Source: an optimization exercise on an open RTL-to-GDS flow (aim: small area and a short achievable clock period). Production flows keep margins and buffers that such runs may drop.
Only simulation tests tie the RTL to the original design; equivalence was not proved.
Power is estimated from default activity; no workload was simulated.

==> inputs of build 37 <==
==> flow/design.v <==
module cpu(
    input wire clk,
    input wire resetn,
    output wire [7:0] imem_addr,
    input wire [31:0] imem_rdata,
    output wire [9:0] dmem_addr,
    output wire dmem_we,
    output wire [31:0] dmem_wdata,
    input wire [31:0] dmem_rdata,
    output wire wb_en,
    output wire [3:0] wb_reg,
    output wire [31:0] wb_data
  );
  wire rst = !resetn;
  reg [31:0] pc;
  reg [31:0] d_inst;
  reg        d_noop;
  reg        fN, fZ, fC, fV;
  reg [25:0] e_inst;           
  reg [1:0]  e_type;
  reg [3:0]  e_ra, e_rb, e_wr;
  reg        e_rwe, e_mwe, e_ex;
  reg [31:0] e_opA, e_opB;     
  reg [1:0]  m_type;
  reg [3:0]  m_ra, m_rb, m_wr;
  reg        m_rwe, m_mwe, m_ex;
  reg [31:0] m_alu;
  reg [11:0] m_off;            
  reg [11:0] m_base;           
  reg [31:0] m_sdata;          
  reg        w_load;
  reg [3:0]  w_wr;
  reg        w_rwe, w_ex;
  reg [31:0] w_res;            
  reg [31:0] e_bnl, m_bnl;
  reg [31:0] rf [0:15];
  wire [2:0] d_code = d_inst[27:25];
  wire d_is_b  = (d_code == 3'b101);
  wire d_is_ls = (d_code == 3'b010);
  wire [1:0] d_type = d_is_b ? 2'b11 :
                      d_is_ls ? (d_inst[20] ? 2'b01 : 2'b10) : 2'b00;
  wire d_is_data  = (d_type == 2'b00);
  wire d_is_load  = (d_type == 2'b01);
  wire d_is_store = (d_type == 2'b10);
  wire [3:0] d_ra = d_inst[19:16];
  wire [3:0] d_wr = d_is_b ? 4'd14 : d_inst[15:12];
  wire [3:0] d_rb = d_is_store ? d_inst[15:12] : d_inst[3:0];
  reg cond_valid;
  always @(*) begin
    case (d_inst[31:28])
      4'b0000: cond_valid =  fZ;
      4'b0001: cond_valid = ~fZ;
      4'b0010: cond_valid =  fC;
      4'b0011: cond_valid = ~fC;
      4'b0100: cond_valid =  fN;
      4'b0101: cond_valid = ~fN;
      4'b0110: cond_valid =  fV;
      4'b0111: cond_valid = ~fV;
      4'b1000: cond_valid =  fC & ~fZ;
      4'b1001: cond_valid = ~fC | fZ;
      4'b1010: cond_valid =  fN == fV;
      4'b1011: cond_valid =  fN != fV;
      4'b1100: cond_valid = ~fZ & (fN == fV);
      4'b1101: cond_valid = ~fZ & (fN != fV);
      4'b1110: cond_valid =  1'b1;
      default: cond_valid =  1'b0;
    endcase
  end
  wire d_ex  = cond_valid & ~d_noop;
  wire d_rwe = d_ex & ((d_is_b & d_inst[24]) | d_is_data | d_is_load);
  wire d_mwe = d_ex & d_is_store;
  wire stall = (e_type == 2'b01) & e_ex & d_is_data & d_ex &
               ((e_wr == d_ra) | (e_wr == d_rb));
  wire [31:0] pc_inc = pc + 32'd4;
  wire [31:0] pc_br  = pc + {{6{d_inst[23]}}, d_inst[23:0], 2'b00};
  wire take_b = d_is_b & d_ex;
  wire [31:0] pc_next = stall ? pc : (take_b ? pc_br : pc_inc);
  assign imem_addr = rst ? 8'b0 : pc_next[9:2];
  wire [31:0] rwd = w_load ? dmem_rdata : w_res;
  wire rf_we = w_rwe;
  wire fwdA_m = (e_ra == m_wr) & m_ex;
  wire fwdA_w = (e_ra == w_wr) & w_ex;
  wire fwdB_m = (e_rb == m_wr) & m_ex;
  wire fwdB_w = (e_rb == w_wr) & w_ex;
  wire [31:0] A = fwdA_m ? m_alu : fwdA_w ? rwd : e_opA;
  wire [31:0] B = fwdB_m ? m_alu : fwdB_w ? rwd : e_opB;
  wire [3:0] op   = e_inst[24:21];
  wire       imm  = e_inst[25];
  wire       upd  = (op[3:2] == 2'b10) | e_inst[20];
  wire [4:0] n    = e_inst[11:7];
  wire [1:0] sc   = e_inst[6:5];
  wire [3:0] rr   = e_inst[11:8];
  wire [4:0] rot_amt = imm ? {rr, 1'b0} : ((sc == 2'b01) ? (5'd0 - n) : n);
  wire [31:0] rot_in = imm ? {24'b0, e_inst[7:0]} : B;
  wire [31:0] r0 = rot_amt[0] ? {rot_in[0],    rot_in[31:1]}  : rot_in;
  wire [31:0] r1 = rot_amt[1] ? {r0[1:0],   r0[31:2]}   : r0;
  wire [31:0] r2 = rot_amt[2] ? {r1[3:0],   r1[31:4]}   : r1;
  wire [31:0] r3 = rot_amt[3] ? {r2[7:0],   r2[31:8]}   : r2;
  wire [31:0] r4 = rot_amt[4] ? {r3[15:0],  r3[31:16]}  : r3;
  wire [31:0] mask = imm ? 32'hFFFFFFFF :
                     (sc == 2'b11) ? 32'hFFFFFFFF :
                     (sc == 2'b01) ? (32'hFFFFFFFF << n) : (32'hFFFFFFFF >> n);
  wire [31:0] S = r4 & mask;
  wire sh_carry = r4[31];
  wire ignC = imm ? (rr == 4'd0) : (n == 5'd0);
  wire is_sub = (op == 4'd2) | (op == 4'd6) | (op == 4'd10);
  wire is_rsb = (op == 4'd3) | (op == 4'd7);
  wire use_c  = (op == 4'd5) | (op == 4'd6) | (op == 4'd7);
  wire cin    = use_c ? fC : (is_sub | is_rsb);
  wire [31:0] X = A ^ {32{is_rsb}};
  wire [31:0] Y = S ^ {32{is_sub}};
  wire [33:0] sum_full = {1'b0, X, 1'b1} + {1'b0, Y, cin};
  wire [31:0] sum = sum_full[32:1];
  wire        cout = sum_full[33];
  wire [31:0] xy_x = X ^ Y;
  wire [31:0] xy_o = X | Y;
  wire hz = ~sum[2] & (xy_x[31:3] == xy_o[30:2]);
  wire sum_small = hz & (fC ? (sum[1:0] != 2'b11) : (sum[1:0] == 2'b00));
  wire sum_zero  = hz & (sum[1:0] == 2'b00);
  wire s_wrap = (S[31:1] == 31'b0) & (~S[0] | fC);
  wire c_rsc  = s_wrap ? (~cout & sum_small) : (~cout | sum_small);
  wire c_sbc  = cout | (~fC & (A == S));
  wire is_arith = (op[3:1] == 3'b001) | (op[3:2] == 2'b01) | (op[3:1] == 3'b101);
  reg [31:0] logic_out;
  always @(*) begin
    case (op)
      4'd0, 4'd8:  logic_out = A & S;
      4'd1, 4'd9:  logic_out = A ^ S;
      4'd13:       logic_out = S;
      4'd14:       logic_out = A | S;
      4'd15:       logic_out = ~A;
      default:     logic_out = 32'b0;
    endcase
  end
  wire [31:0] alu_out = is_arith ? sum : logic_out;
  wire flag_N = alu_out[31];
  wire flag_Z = is_arith ? sum_zero : (logic_out == 32'b0);
  wire flag_C = (op == 4'd6) ? c_sbc :
                (op == 4'd7) ? c_rsc :
                is_arith ? cout :
                (op == 4'd12) ? 1'b0 : sh_carry;
  wire flag_V = is_arith ? ((X[31] == Y[31]) & (X[31] != sum[31])) :
                (op == 4'd12) ? 1'b0 : fV;
  wire fwdM_a = (m_ra == w_wr) & w_ex;
  wire fwdM_d = (m_rb == w_wr) & w_ex;
  wire [11:0] base = fwdM_a ? rwd[11:0] : m_base;
  wire [11:0] maddr = base + m_off;
  assign dmem_addr  = maddr[11:2];
  assign dmem_we    = m_mwe;
  assign dmem_wdata = fwdM_d ? rwd : m_sdata;
  wire [11:0] e_off = e_inst[11:0];
  wire [11:0] e_adj = ~e_inst[24] ? 12'd0 : (e_inst[23] ? e_off : (12'd0 - e_off));
  always @(posedge clk) begin
    if (rst)
      d_inst <= 32'b0;
    else if (!stall)
      d_inst <= imem_rdata;
    if (rst)
      d_noop <= 1'b1;
    else if (pc == 32'b0)
      d_noop <= 1'b0;
    else
      d_noop <= d_is_b;
    if (rst)
      pc <= 32'b0;
    else if (!stall)
      pc <= (w_wr == 4'd15) ? alu_out : pc_next;
    e_bnl <= pc_inc;
    m_bnl <= e_bnl;
    if (stall) begin
      e_inst <= 26'b0;
      e_type <= 2'b0;
      e_ra <= 4'b0; e_rb <= 4'b0; e_wr <= 4'b0;
      e_rwe <= 1'b0; e_mwe <= 1'b0; e_ex <= 1'b0;
    end else begin
      e_inst <= d_inst[25:0];
      e_type <= d_type;
      e_ra <= d_ra; e_rb <= d_rb; e_wr <= d_wr;
      e_rwe <= d_rwe; e_mwe <= d_mwe; e_ex <= d_ex;
    end
    if (rst) begin
      fN <= 1'b0; fZ <= 1'b0; fC <= 1'b0; fV <= 1'b0;
    end else if (upd) begin
      fN <= flag_N; fZ <= flag_Z; fV <= flag_V;
      if (!ignC)
        fC <= flag_C;
    end
    m_type <= e_type;
    m_ra <= e_ra; m_rb <= e_rb; m_wr <= e_wr;
    m_rwe <= e_rwe; m_ex <= e_ex;
    m_mwe <= rst ? 1'b0 : e_mwe;
    m_alu <= alu_out;
    m_off <= e_adj;
    m_base  <= ((e_ra == w_wr) & w_ex) ? rwd[11:0] : e_opA[11:0];
    m_sdata <= ((e_rb == w_wr) & w_ex) ? rwd : e_opB;
    w_load <= (m_type == 2'b01);
    w_wr <= m_wr;
    w_ex <= m_ex;
    w_rwe <= rst ? 1'b0 : m_rwe;
    w_res <= (m_type == 2'b11) ? m_bnl :
             (m_type == 2'b10) ? 32'b0 : m_alu;
  end
  wire [31:0] rf_wd = rwd & {32{resetn}};
  genvar gi;
  generate
    for (gi = 0; gi < 16; gi = gi + 1) begin : g_rf
      always @(posedge clk)
        if (rst | (rf_we & (w_wr == gi)))
          rf[gi] <= rf_wd;
    end
  endgenerate
  always @(posedge clk) begin
    e_opA <= (rf_we & (w_wr == d_ra)) ? rwd : rf[d_ra];
    e_opB <= (rf_we & (w_wr == d_rb)) ? rwd : rf[d_rb];
  end
  assign wb_en   = w_rwe;
  assign wb_reg  = w_wr;
  assign wb_data = rwd;
endmodule
==> flow/run.sh <==
#!/bin/bash
# synth_recipe.tcl (not shown) runs the flow's synth.tcl, then flattens the netlist and writes it again
# the make line also repeats each setting of config.mk as NAME=value (left out here)
make -C /OpenROAD-flow-scripts/flow DESIGN_CONFIG=/design/flow/config.mk WORK_HOME=/design/flow/orfs CLKGATE_MAP_FILE= SYNTH_SCRIPT=/design/flow/synth_recipe.tcl finish
==> flow/config.mk <==
export PLATFORM = sky130hd
export DESIGN_NAME = cpu
export DESIGN_NICKNAME = cpu
export VERILOG_FILES = /design/flow/design.v
export SDC_FILE = /design/flow/constraint.sdc
export NUM_CORES = 4
export LEC_CHECK = 0
export CAP_MARGIN = 20
export CORE_MARGIN = 2
export CORE_UTILIZATION = 40
export PLACE_DENSITY = 0.6
export SLEW_MARGIN = 20
==> flow/constraint.sdc <==
create_clock -name core_clock -period 13.0 [get_ports {clk}]
set_input_delay 2.6000 -clock core_clock [delete_from_list [all_inputs] [get_ports {clk}]]
set_output_delay 2.6000 -clock core_clock [all_outputs]
set_load 0.01 [all_outputs]
==> trial 58 (differences from build 37) <==
- SETUP_SLACK_MARGIN: default -> 5
==> run notes <==
- In sequential power, build 37 and trial 58 hardly differ.
- In sequential cell count, build 37 and trial 58 do not differ.
- In trial 58 the sequential share of layout area is lower than in build 37, by 1.3 points.
- In trial 58 the clock power is smaller than in build 37, by about 2%.
- In synthesized cell count, trial 58 and build 37 do not differ.
- Against trial 58, the global-route usage of build 37 is lower by 0.47 points.
- Synthesized area is the same in trial 58 and build 37.

-- re-timing with driven ports --
No port has a modelled driver above. Below, the same layouts with a new extraction and two added sets of constraints.
Step 1, drivers: a clkbuf_16 drives clk and a buf_2 each remaining input, both assumed.
Step 2, shift: input delay + t, output delay - t, t = (earliest + latest rising clock arrival at the registers) / 2. This alone moves slack from input paths to output paths.
Slacks: ideal / step 1 / step 2; pairs: ideal / step 1.
run	t (ns)	setup WS [ns]	worst setup path at the end
build 37	0.768	3.036 / 3.013 / 2.451	input to register
trial 58	0.758	4.804 / 4.764 / 4.307	input to register
After both steps every run listed still meets setup and hold. The setup slack of build 37, which loses most, moves by -0.023 ns with the drivers and by -0.585 ns with both steps.
